Background: an optimization exercise with open tools, aiming at a short achievable clock period and few clock cycles. Do not read the settings as production practice.
The RTL was checked by simulation tests, not by an equivalence proof against the original design.
Power figures rest on the tool's default switching activity, not on a simulated workload.

==> flow/design.v (excerpt) <==
module mips_cpu(
  clk, reset,
  imem_addr, imem_rdata,
  dmem_addr, dmem_wdata, dmem_we, dmem_rdata,
  print_valid, print_data, halted
    );
Size: roughly 1900 flip-flops, about 150 I/O pins, roughly 0.093 mm2 of cells after synthesis.
Settings: LEC_CHECK=0, CAP_MARGIN=20, CORE_MARGIN=2, CORE_UTILIZATION=35, PLACE_DENSITY=0.5, SLEW_MARGIN=20; clock period 10.0 ns.
standard.sh (not shown) runs the stock make flow with config.mk's settings and CLKGATE_MAP_FILE= SYNTH_SCRIPT=/design/flow/synth_recipe.tcl, a recipe that flattens the netlist after the stock synthesis.
==> flow/flow/run.sh <==
#!/bin/bash
# The standard layout (standard synthesis unchanged), with repair_timing aiming
# for extra setup slack so the layout is pushed below the design's 10 ns period.
set -o pipefail
bash standard.sh SETUP_SLACK_MARGIN=7.5 ABC_CLOCK_PERIOD_IN_PS=1000 finish > flow_make.log 2>&1
Testbench counts at the start, summed over its fixed seeds: cycles 168,341.
Edit:
--- a/flow/design.v
+++ b/flow/design.v
@@ -32,18 +32,17 @@
     output [31:0] dmem_wdata;
     output dmem_we;
     input [31:0] dmem_rdata;
     output print_valid;
     output [31:0] print_data;
     output halted;
     reg  [9:0]  fa;          
     reg         fix_v;       
-    reg         fix_e;       
-    reg  [31:0] fix_pe, fix_pd;
+    reg  [31:0] fix_pc;
     reg  [31:0] ra_pred;     
     reg         d_v;
     reg  [31:0] d_ir;
     reg  [31:0] d_pc;
     reg         d_isJ, d_isJr, d_pt;
     reg  [31:0] d_jrt;
     reg  [4:0]  d_rA, d_rB;
     reg         e_v;
@@ -367,43 +366,38 @@
     wire [31:0] fa1s, fbts;
     wire        fa1co, fbtco;
     ks_add32 u_fa1(.a({22'd0, fa}), .b(32'd0), .cin(1'b1), .s(fa1s), .cout(fa1co));
     ks_add32 u_fbt(.a({22'd0, fa}), .b({22'd0, fi[9:0]}), .cin(1'b1), .s(fbts), .cout(fbtco));
     wire [9:0]  fa1 = fa1s[9:0];
     wire [9:0]  fpred = f_isJ ? fi[9:0] : f_isJr ? ra_pred[11:2] :
                         f_pt ? fbts[9:0] : fa1;
     wire [31:0] d_tgt = d_isJ ? d_jtgt : d_isJr ? d_jrt : d_btgt;
-    wire [31:0] fix_pc = fix_e ? fix_pe : fix_pd;
     wire [31:0] pcF = fix_v ? fix_pc : ((d_isJ | d_isJr | d_pt) ? d_tgt : d_pc4);
     always @(posedge clk) begin
       if (reset) begin
         fa <= 10'd0;
         fix_v <= 1'b1;
         d_v <= 1'b0;
       end else if (redirect) begin
         fa <= rtgt[11:2];
         fix_v <= 1'b1;
         d_v <= 1'b0;
-      end else if (stall) begin
-        fa <= d_pc[11:2];
-        fix_v <= 1'b1;
-        d_v <= 1'b0;
-      end else begin
+      end else if (~stall) begin
         fa <= fpred;
         fix_v <= 1'b0;
         d_v <= 1'b1;
       end
-      fix_e <= redirect & ~reset;
-      fix_pe <= rtgt;
-      fix_pd <= reset ? 32'd0 : d_pc;
+      fix_pc <= reset ? 32'd0 : rtgt;
       stall_r <= ~reset & ~stall & ~redirect & f_ldhit;
-      d_ir <= fi;
-      d_pc <= pcF;
-      d_isJ <= f_isJ;
-      d_isJr <= f_isJr;
-      d_pt <= f_pt;
-      d_jrt <= ra_pred;
-      d_rA <= f_rA;
-      d_rB <= f_rB;
+      if (~stall) begin
+        d_ir <= fi;
+        d_pc <= pcF;
+        d_isJ <= f_isJ;
+        d_isJr <= f_isJr;
+        d_pt <= f_pt;
+        d_jrt <= ra_pred;
+        d_rA <= f_rA;
+        d_rB <= f_rB;
+      end
     end
     assign imem_addr = fa;
 endmodule
=> Clock skew rose by 0.0096 ns. Cell count hardly moves. Setup slack loses 0.050 ns. Power rose by 3.5%. Maximum frequency fell by about 1.4%. Non-clock buffer count rose by 74. Register-to-register slack gains 0.02 ns. Routed wire length fell by about 6%. Design area rose by about 1.2%. Global-route usage fell by 2.0 points. Area after synthesis stays flat. Hold slack stays flat. Count of clock-buffer cells in the layout rose by 33.
Testbench counts after the change, summed over its fixed seeds: cycles 167,082.

* * *

## rev 12
The RTL this note starts from:
==> flow/design.v <==
module ks_add32(a, b, cin, s, cout);
  input [31:0] a, b;
  input cin;
  output [31:0] s;
  output cout;
  wire [31:0] p0 = a ^ b;
  wire [31:0] g0 = (a & b) | {31'd0, p0[0] & cin};    
  wire [31:0] g1 = g0 | (p0 & {g0[30:0], 1'b0});
  wire [31:0] p1 = p0 & {p0[30:0], 1'b0};
  wire [31:0] g2 = g1 | (p1 & {g1[29:0], 2'b0});
  wire [31:0] p2 = p1 & {p1[29:0], 2'b0};
  wire [31:0] g3 = g2 | (p2 & {g2[27:0], 4'b0});
  wire [31:0] p3 = p2 & {p2[27:0], 4'b0};
  wire [31:0] g4 = g3 | (p3 & {g3[23:0], 8'b0});
  wire [31:0] p4 = p3 & {p3[23:0], 8'b0};
  wire [31:0] c  = g4 | (p4 & {g4[15:0], 16'b0});    
  assign s = p0 ^ {c[30:0], cin};
  assign cout = c[31];
endmodule
`timescale 1ns / 1ps
module mips_cpu(
  clk, reset,
  imem_addr, imem_rdata,
  dmem_addr, dmem_wdata, dmem_we, dmem_rdata,
  print_valid, print_data, halted
    );
    input clk;
    input reset;
    output [9:0] imem_addr;
    input [31:0] imem_rdata;
    output [9:0] dmem_addr;
    output [31:0] dmem_wdata;
    output dmem_we;
    input [31:0] dmem_rdata;
    output print_valid;
    output [31:0] print_data;
    output halted;
    reg  [9:0]  fa;          
    reg         fix_v;       
    reg  [31:0] fix_pc;
    reg  [31:0] ra_pred;     
    reg         d_v;
    reg  [31:0] d_ir;
    reg  [31:0] d_pc;
    reg         d_isJ, d_isJr, d_pt;
    reg  [31:0] d_jrt;
    reg  [4:0]  d_rA, d_rB;
    reg         e_v;
    reg  [31:0] e_A, e_B, e_SD;
    reg  [4:0]  e_rd;
    reg         e_wr, e_isLoad, e_isLh, e_isStore, e_isSys, e_isJal;
    reg         e_isBeq, e_isBne, e_isBltz, e_isJr, e_pt;
    reg  [31:0] e_btgt, e_pc4, e_jrt;
    reg         e_opAdd, e_opSub, e_opAnd, e_opOr, e_opXor, e_opNor;
    reg         e_opSlt, e_opSltu, e_opSll, e_opSrl, e_opSra;
    reg  [31:0] m_res, m_SD;
    reg  [4:0]  m_rd;
    reg         m_wr, m_isLoad, m_isLh, m_isStore;
    reg         halt_r;
    reg         pv_r;
    reg  [31:0] pd_r;
    reg  [31:0] rf [1:31];
    wire [31:0] ldata = m_isLh ? {{16{dmem_rdata[15]}}, dmem_rdata[15:0]} : dmem_rdata;
    wire [31:0] wb_data = m_isLoad ? ldata : m_res;
    assign dmem_addr  = m_res[11:2];
    assign dmem_wdata = m_SD;
    assign dmem_we    = m_isStore & ~halt_r;
    integer i;
    always @(posedge clk) begin
      if (reset) begin
        for (i = 1; i < 32; i = i + 1) rf[i] <= 32'd0;
      end else if (m_wr) begin
        rf[m_rd] <= wb_data;
      end
    end
    wire [31:0] A  = e_A;
    wire [31:0] B  = e_B;
    wire [31:0] SD = e_SD;
    wire [31:0] sum, dif;
    wire        sum_co, dif_co;
    ks_add32 u_add(.a(A), .b(B), .cin(1'b0), .s(sum), .cout(sum_co));
    ks_add32 u_sub(.a(A), .b(~B), .cin(1'b1), .s(dif), .cout(dif_co));
    wire        sltu = ~dif_co;
    wire        slt  = A[31] ^ ~B[31] ^ dif_co;
    wire [31:0] shl  = A << B[4:0];
    wire [31:0] shr  = A >> B[4:0];
    wire [31:0] sra  = $signed(A) >>> B[4:0];
    wire [31:0] res =
        ({32{e_opAdd}}  & sum)
      | ({32{e_opSub}}  & dif)
      | ({32{e_opAnd}}  & (A & B))
      | ({32{e_opOr}}   & (A | B))
      | ({32{e_opXor}}  & (A ^ B))
      | ({32{e_opNor}}  & ~(A | B))
      | {31'd0, (e_opSlt & slt) | (e_opSltu & sltu)}
      | ({32{e_opSll}}  & shl)
      | ({32{e_opSrl}}  & shr)
      | ({32{e_opSra}}  & sra);
    wire eq    = (A == B);
    wire taken = (e_isBeq & eq) | (e_isBne & ~eq) | (e_isBltz & A[31]);
    wire mis_br = (e_isBeq | e_isBne | e_isBltz) & (taken ^ e_pt);
    wire mis_jr = e_isJr & (A != e_jrt);
    wire redirect = e_v & (mis_br | mis_jr);
    wire [31:0] rtgt = e_isJr ? A : (taken ? e_btgt : e_pc4);
    wire halting = e_v & e_isSys & (A == 32'd10);
    always @(posedge clk) begin
      if (reset) begin
        halt_r <= 1'b0;
        pv_r   <= 1'b0;
      end else begin
        if (halting) halt_r <= 1'b1;
        pv_r <= e_v & e_isSys & ~halt_r;
      end
      if (e_v & e_isSys) pd_r <= SD;
    end
    assign halted = halt_r;
    assign print_valid = pv_r;
    assign print_data = pd_r;
    always @(posedge clk) begin
      if (reset) ra_pred <= 32'd0;
      else if (e_v & e_isJal) ra_pred <= e_A;
    end
    always @(posedge clk) begin
      if (reset) begin
        m_wr <= 1'b0;
        m_isLoad <= 1'b0;
        m_isStore <= 1'b0;
      end else begin
        m_wr <= e_v & e_wr;
        m_isLoad <= e_v & e_isLoad;
        m_isStore <= e_v & e_isStore;
      end
      m_res <= res;
      m_SD <= SD;
      m_rd <= e_rd;
      m_isLh <= e_isLh;
    end
    wire [5:0] op = d_ir[31:26];
    wire [4:0] rs = d_ir[25:21];
    wire [4:0] rt = d_ir[20:16];
    wire [4:0] rd = d_ir[15:11];
    wire [4:0] sh = d_ir[10:6];
    wire [5:0] fn = d_ir[5:0];
    wire [15:0] imm = d_ir[15:0];
    wire isR    = (op == 6'h00);
    wire r_sll  = isR & (fn == 6'h00);
    wire r_srl  = isR & (fn == 6'h02);
    wire r_sra  = isR & (fn == 6'h03);
    wire r_jr   = isR & (fn == 6'h08);
    wire r_sys  = isR & (fn == 6'h0c);
    wire r_add  = isR & ((fn == 6'h20) | (fn == 6'h21));
    wire r_sub  = isR & ((fn == 6'h22) | (fn == 6'h23));
    wire r_and  = isR & (fn == 6'h24);
    wire r_or   = isR & (fn == 6'h25);
    wire r_xor  = isR & (fn == 6'h26);
    wire r_nor  = isR & (fn == 6'h27);
    wire r_slt  = isR & (fn == 6'h2a);
    wire r_sltu = isR & (fn == 6'h2b);
    wire r_shi  = r_sll | r_srl | r_sra;
    wire r_other = isR & ~(r_shi | r_jr | r_sys | r_add | r_sub | r_and | r_or
                           | r_xor | r_nor | r_slt | r_sltu);    
    wire i_addi  = (op == 6'h08);
    wire i_addiu = (op == 6'h09);
    wire i_slti  = (op == 6'h0a);
    wire i_andi  = (op == 6'h0c);
    wire i_ori   = (op == 6'h0d);
    wire i_xori  = (op == 6'h0e);
    wire i_lw    = (op == 6'h23);
    wire i_lh    = (op == 6'h21);
    wire i_sw    = (op == 6'h2b);
    wire i_beq   = (op == 6'h04);
    wire i_bne   = (op == 6'h05);
    wire i_bltz  = (op == 6'h01) & (rt == 5'd0);
    wire i_jal   = (op == 6'h03);
    wire wr_rd = isR & ~r_jr & ~r_sys;
    wire wr_rt = i_addi | i_addiu | i_slti | i_andi | i_ori | i_xori | i_lw | i_lh;
    wire [4:0] dst = i_jal ? 5'd31 : (wr_rd ? rd : rt);
    wire d_wr = (wr_rd | wr_rt | i_jal) & (dst != 5'd0);
    wire usesA  = isR | i_addi | i_addiu | i_slti | i_andi | i_ori | i_xori
                | i_lw | i_lh | i_sw | i_beq | i_bne | i_bltz;
    wire usesB  = (isR & ~r_shi & ~r_jr & ~r_sys) | i_beq | i_bne;
    wire usesSD = i_sw | r_sys;
    wire useImm = ~usesB;
    wire [31:0] sext = {{16{imm[15]}}, imm};
    wire [31:0] immv = r_shi ? {27'd0, sh} : i_addiu ? {16'd0, imm} : i_jal ? 32'd0 : sext;
    wire [31:0] rfA = (d_rA == 5'd0) ? 32'd0 : rf[d_rA];
    wire [31:0] rfB = (d_rB == 5'd0) ? 32'd0 : rf[d_rB];
    wire hitA = m_wr & (m_rd == d_rA);
    wire hitB = m_wr & (m_rd == d_rB);
    wire [31:0] d_pc4 = {d_pc[31:2] + 30'd1, d_pc[1:0]};
    wire [31:0] valA = hitA ? wb_data : (i_jal ? d_pc4 : rfA);
    wire [31:0] valB = hitB ? wb_data : rfB;
    wire mA = e_v & e_wr & (e_rd == d_rA);
    wire mB = e_v & e_wr & (e_rd == d_rB);
    wire stall = d_v & e_isLoad & ((usesA & mA) | ((usesB | usesSD) & mB));
    wire [30:0] btsum = {d_pc[31:2], 1'b1} + {sext[29:0], 1'b1};
    wire [31:0] d_btgt = {btsum[30:1], d_pc[1:0]};
    wire [31:0] d_jtgt = {d_pc4[31:28], d_ir[25:0], 2'b00};
    always @(posedge clk) begin
      if (reset | redirect | stall | ~d_v) e_v <= 1'b0;
      else e_v <= 1'b1;
      e_A <= (mA & ~i_jal) ? res : valA;
      e_B <= useImm ? immv : (mB ? res : valB);
      e_SD <= mB ? res : valB;
      e_rd <= dst;
      e_wr <= d_wr;
      e_isLoad <= i_lw | i_lh;
      e_isLh <= i_lh;
      e_isStore <= i_sw;
      e_isSys <= r_sys;
      e_isJal <= i_jal;
      e_isBeq <= i_beq;
      e_isBne <= i_bne;
      e_isBltz <= i_bltz;
      e_isJr <= r_jr;
      e_pt <= d_pt;
      e_btgt <= d_btgt;
      e_pc4 <= d_pc4;
      e_jrt <= d_jrt;
      e_opAdd <= r_add | i_addi | i_addiu | i_lw | i_sw;
      e_opSub <= r_sub;
      e_opAnd <= r_and | i_andi;
      e_opOr  <= r_or | i_ori | i_jal;
      e_opXor <= i_xori;
      e_opNor <= r_nor;
      e_opSlt <= r_slt | i_slti;
      e_opSltu <= r_sltu;
      e_opSll <= r_sll | r_xor | r_other | i_lh;    
      e_opSrl <= r_srl;
      e_opSra <= r_sra;
    end
    wire [31:0] fi = imem_rdata;
    wire [5:0]  f_op = fi[31:26];
    wire        f_isR  = (f_op == 6'h00);
    wire        f_isJ  = (f_op == 6'h02) | (f_op == 6'h03);
    wire        f_isJr = f_isR & (fi[5:0] == 6'h08);
    wire        f_sys  = f_isR & (fi[5:0] == 6'h0c);
    wire        f_shi  = f_isR & ((fi[5:0] == 6'h00) | (fi[5:0] == 6'h02) | (fi[5:0] == 6'h03));
    wire        f_isBr = (f_op == 6'h04) | (f_op == 6'h05) | ((f_op == 6'h01) & (fi[20:16] == 5'd0));
    wire        f_same = (fi[25:21] == fi[20:16]);
    wire        f_pt   = ((f_op == 6'h04) & (f_same | fi[15]))
                       | ((f_op == 6'h05) & ~f_same)
                       | ((f_op == 6'h01) & (fi[20:16] == 5'd0) & fi[15] & (fi[25:21] != 5'd0));
    wire [4:0]  f_rA = f_isJr ? 5'd31 : f_sys ? 5'd2 : f_shi ? fi[20:16] :
                       (f_op == 6'h03) ? 5'd0 : fi[25:21];
    wire [4:0]  f_rB = f_sys ? 5'd4 : fi[20:16];
    wire [9:0]  fa1 = fa + 10'd1;
    wire [9:0]  fpred = f_isJ ? fi[9:0] : f_isJr ? ra_pred[11:2] :
                        f_pt ? (fa1 + fi[9:0]) : fa1;
    wire [31:0] d_tgt = d_isJ ? d_jtgt : d_isJr ? d_jrt : d_btgt;
    wire [31:0] pcF = fix_v ? fix_pc : ((d_isJ | d_isJr | d_pt) ? d_tgt : d_pc4);
    always @(posedge clk) begin
      if (reset) begin
        fa <= 10'd0;
        fix_v <= 1'b1;
        fix_pc <= 32'd0;
        d_v <= 1'b0;
      end else if (redirect) begin
        fa <= rtgt[11:2];
        fix_v <= 1'b1;
        fix_pc <= rtgt;
        d_v <= 1'b0;
      end else if (~stall) begin
        fa <= fpred;
        fix_v <= 1'b0;
        d_v <= 1'b1;
      end
      if (~stall) begin
        d_ir <= fi;
        d_pc <= pcF;
        d_isJ <= f_isJ;
        d_isJr <= f_isJr;
        d_pt <= f_pt;
        d_jrt <= ra_pred;
        d_rA <= f_rA;
        d_rB <= f_rB;
      end
    end
    assign imem_addr = fa;
endmodule
Settings: LEC_CHECK=0, CAP_MARGIN=20, CORE_MARGIN=2, CORE_UTILIZATION=45, PLACE_DENSITY=0.6, SLEW_MARGIN=20; clock period 10.0 ns.
==> flow/flow/run.sh <==
#!/bin/bash
# The standard layout (standard synthesis unchanged), with repair_timing aiming
# for extra setup slack so the layout is pushed below the design's 10 ns period.
set -o pipefail
bash standard.sh SETUP_SLACK_MARGIN=6.5 ABC_CLOCK_PERIOD_IN_PS=3000 finish > flow_make.log 2>&1
Testbench counts of rev 12, summed over its fixed seeds: cycles 167,082.
[inputs] rev 13 vs rev 12
--- a/flow/design.v
+++ b/flow/design.v
@@ -1,24 +1,5 @@
-module ks_add32(a, b, cin, s, cout);
-  input [31:0] a, b;
-  input cin;
-  output [31:0] s;
-  output cout;
-  wire [31:0] p0 = a ^ b;
-  wire [31:0] g0 = (a & b) | {31'd0, p0[0] & cin};    
-  wire [31:0] g1 = g0 | (p0 & {g0[30:0], 1'b0});
-  wire [31:0] p1 = p0 & {p0[30:0], 1'b0};
-  wire [31:0] g2 = g1 | (p1 & {g1[29:0], 2'b0});
-  wire [31:0] p2 = p1 & {p1[29:0], 2'b0};
-  wire [31:0] g3 = g2 | (p2 & {g2[27:0], 4'b0});
-  wire [31:0] p3 = p2 & {p2[27:0], 4'b0};
-  wire [31:0] g4 = g3 | (p3 & {g3[23:0], 8'b0});
-  wire [31:0] p4 = p3 & {p3[23:0], 8'b0};
-  wire [31:0] c  = g4 | (p4 & {g4[15:0], 16'b0});    
-  assign s = p0 ^ {c[30:0], cin};
-  assign cout = c[31];
-endmodule
 `timescale 1ns / 1ps
 module mips_cpu(
   clk, reset,
   imem_addr, imem_rdata,
   dmem_addr, dmem_wdata, dmem_we, dmem_rdata,
@@ -74,22 +55,20 @@
       end
     end
     wire [31:0] A  = e_A;
     wire [31:0] B  = e_B;
     wire [31:0] SD = e_SD;
-    wire [31:0] sum, dif;
-    wire        sum_co, dif_co;
-    ks_add32 u_add(.a(A), .b(B), .cin(1'b0), .s(sum), .cout(sum_co));
-    ks_add32 u_sub(.a(A), .b(~B), .cin(1'b1), .s(dif), .cout(dif_co));
-    wire        sltu = ~dif_co;
-    wire        slt  = A[31] ^ ~B[31] ^ dif_co;
+    wire [31:0] sum  = A + B;
+    wire [32:0] dif  = {1'b0, A} - {1'b0, B};
+    wire        sltu = dif[32];
+    wire        slt  = (A[31] ^ B[31]) ? A[31] : dif[31];
     wire [31:0] shl  = A << B[4:0];
     wire [31:0] shr  = A >> B[4:0];
     wire [31:0] sra  = $signed(A) >>> B[4:0];
     wire [31:0] res =
         ({32{e_opAdd}}  & sum)
-      | ({32{e_opSub}}  & dif)
+      | ({32{e_opSub}}  & dif[31:0])
       | ({32{e_opAnd}}  & (A & B))
       | ({32{e_opOr}}   & (A | B))
       | ({32{e_opXor}}  & (A ^ B))
       | ({32{e_opNor}}  & ~(A | B))
       | {31'd0, (e_opSlt & slt) | (e_opSltu & sltu)}
@@ -235,14 +214,11 @@
     wire        f_isJ  = (f_op == 6'h02) | (f_op == 6'h03);
     wire        f_isJr = f_isR & (fi[5:0] == 6'h08);
     wire        f_sys  = f_isR & (fi[5:0] == 6'h0c);
     wire        f_shi  = f_isR & ((fi[5:0] == 6'h00) | (fi[5:0] == 6'h02) | (fi[5:0] == 6'h03));
     wire        f_isBr = (f_op == 6'h04) | (f_op == 6'h05) | ((f_op == 6'h01) & (fi[20:16] == 5'd0));
-    wire        f_same = (fi[25:21] == fi[20:16]);
-    wire        f_pt   = ((f_op == 6'h04) & (f_same | fi[15]))
-                       | ((f_op == 6'h05) & ~f_same)
-                       | ((f_op == 6'h01) & (fi[20:16] == 5'd0) & fi[15] & (fi[25:21] != 5'd0));
+    wire        f_pt   = f_isBr & (fi[15] | (f_op == 6'h05));
     wire [4:0]  f_rA = f_isJr ? 5'd31 : f_sys ? 5'd2 : f_shi ? fi[20:16] :
                        (f_op == 6'h03) ? 5'd0 : fi[25:21];
     wire [4:0]  f_rB = f_sys ? 5'd4 : fi[20:16];
     wire [9:0]  fa1 = fa + 10'd1;
     wire [9:0]  fpred = f_isJ ? fi[9:0] : f_isJr ? ra_pred[11:2] :
## What came out
Delta(sequential cell area share, rev 13 - rev 12) > 0
In rev 13, the layout clock buffer count came out 18 above the value in rev 12.
Taking rev 12 as 1.0, rev 13 lands at 1.3 on setup fix buffers added after clock tree synthesis.
Higher horizontal die dimension among rev 13 and rev 12: rev 12
Worst setup slack before clock tree synthesis: rev 13 > rev 12
The cell area after synthesis number comes out higher for rev 12 vs rev 13.
Compare rev 13 and rev 12 | total placed cells including tap cells lower: rev 13
Comparing rev 13 against rev 12, there is no change at all in number of flops mapped to enable cells by yosys.
Looking at critical path endpoint, the e_SD[31] result is from rev 13; the e_A[31] one comes from rev 12.
Relative to rev 12, global router's overall resource usage has increased by 1.1 points in rev 13.
Rev 13 against rev 12: post-synthesis simple-gate area fraction shrank by 0.26 points; number of rows in the core area shrank by 0.63%; pin slew with the least headroom to its limit grew by 0.12 ns.
Summary: overall power after layout, rev 13 better than rev 12
Testbench counts of rev 13, summed over its fixed seeds: cycles 168,706.

==> what the ideal ports hide <==
No port has a modelled driver above. Below, the same layouts with a new extraction and two added sets of constraints.
Step 1 assumes that a clkbuf_16 drives the clock port and a buf_2 every other input.
Step 2 moves the port delays by t, midway between the first and last clock arrival at a register: inputs arrive t later, outputs are due t later. That takes back most of the time a late clock gives input paths.
Three values: ideal ports, drivers, drivers and shift; two values: the first two.
run	shift t [ns]	setup WS [ns]	cell pins on the clock port's net
the first run of note 1	0.982	6.455 / 6.455 / 5.645	1
the second run of note 1	0.983	6.405 / 6.412 / 5.429	1
rev 12	0.913	6.419 / 6.419 / 5.598	1
rev 13	0.927	5.825 / 5.825 / 5.497	1
After both steps every run listed still meets setup and hold. The setup slack of the second run of note 1, which loses most, moves by +0.007 ns with the drivers and by -0.976 ns with both steps.
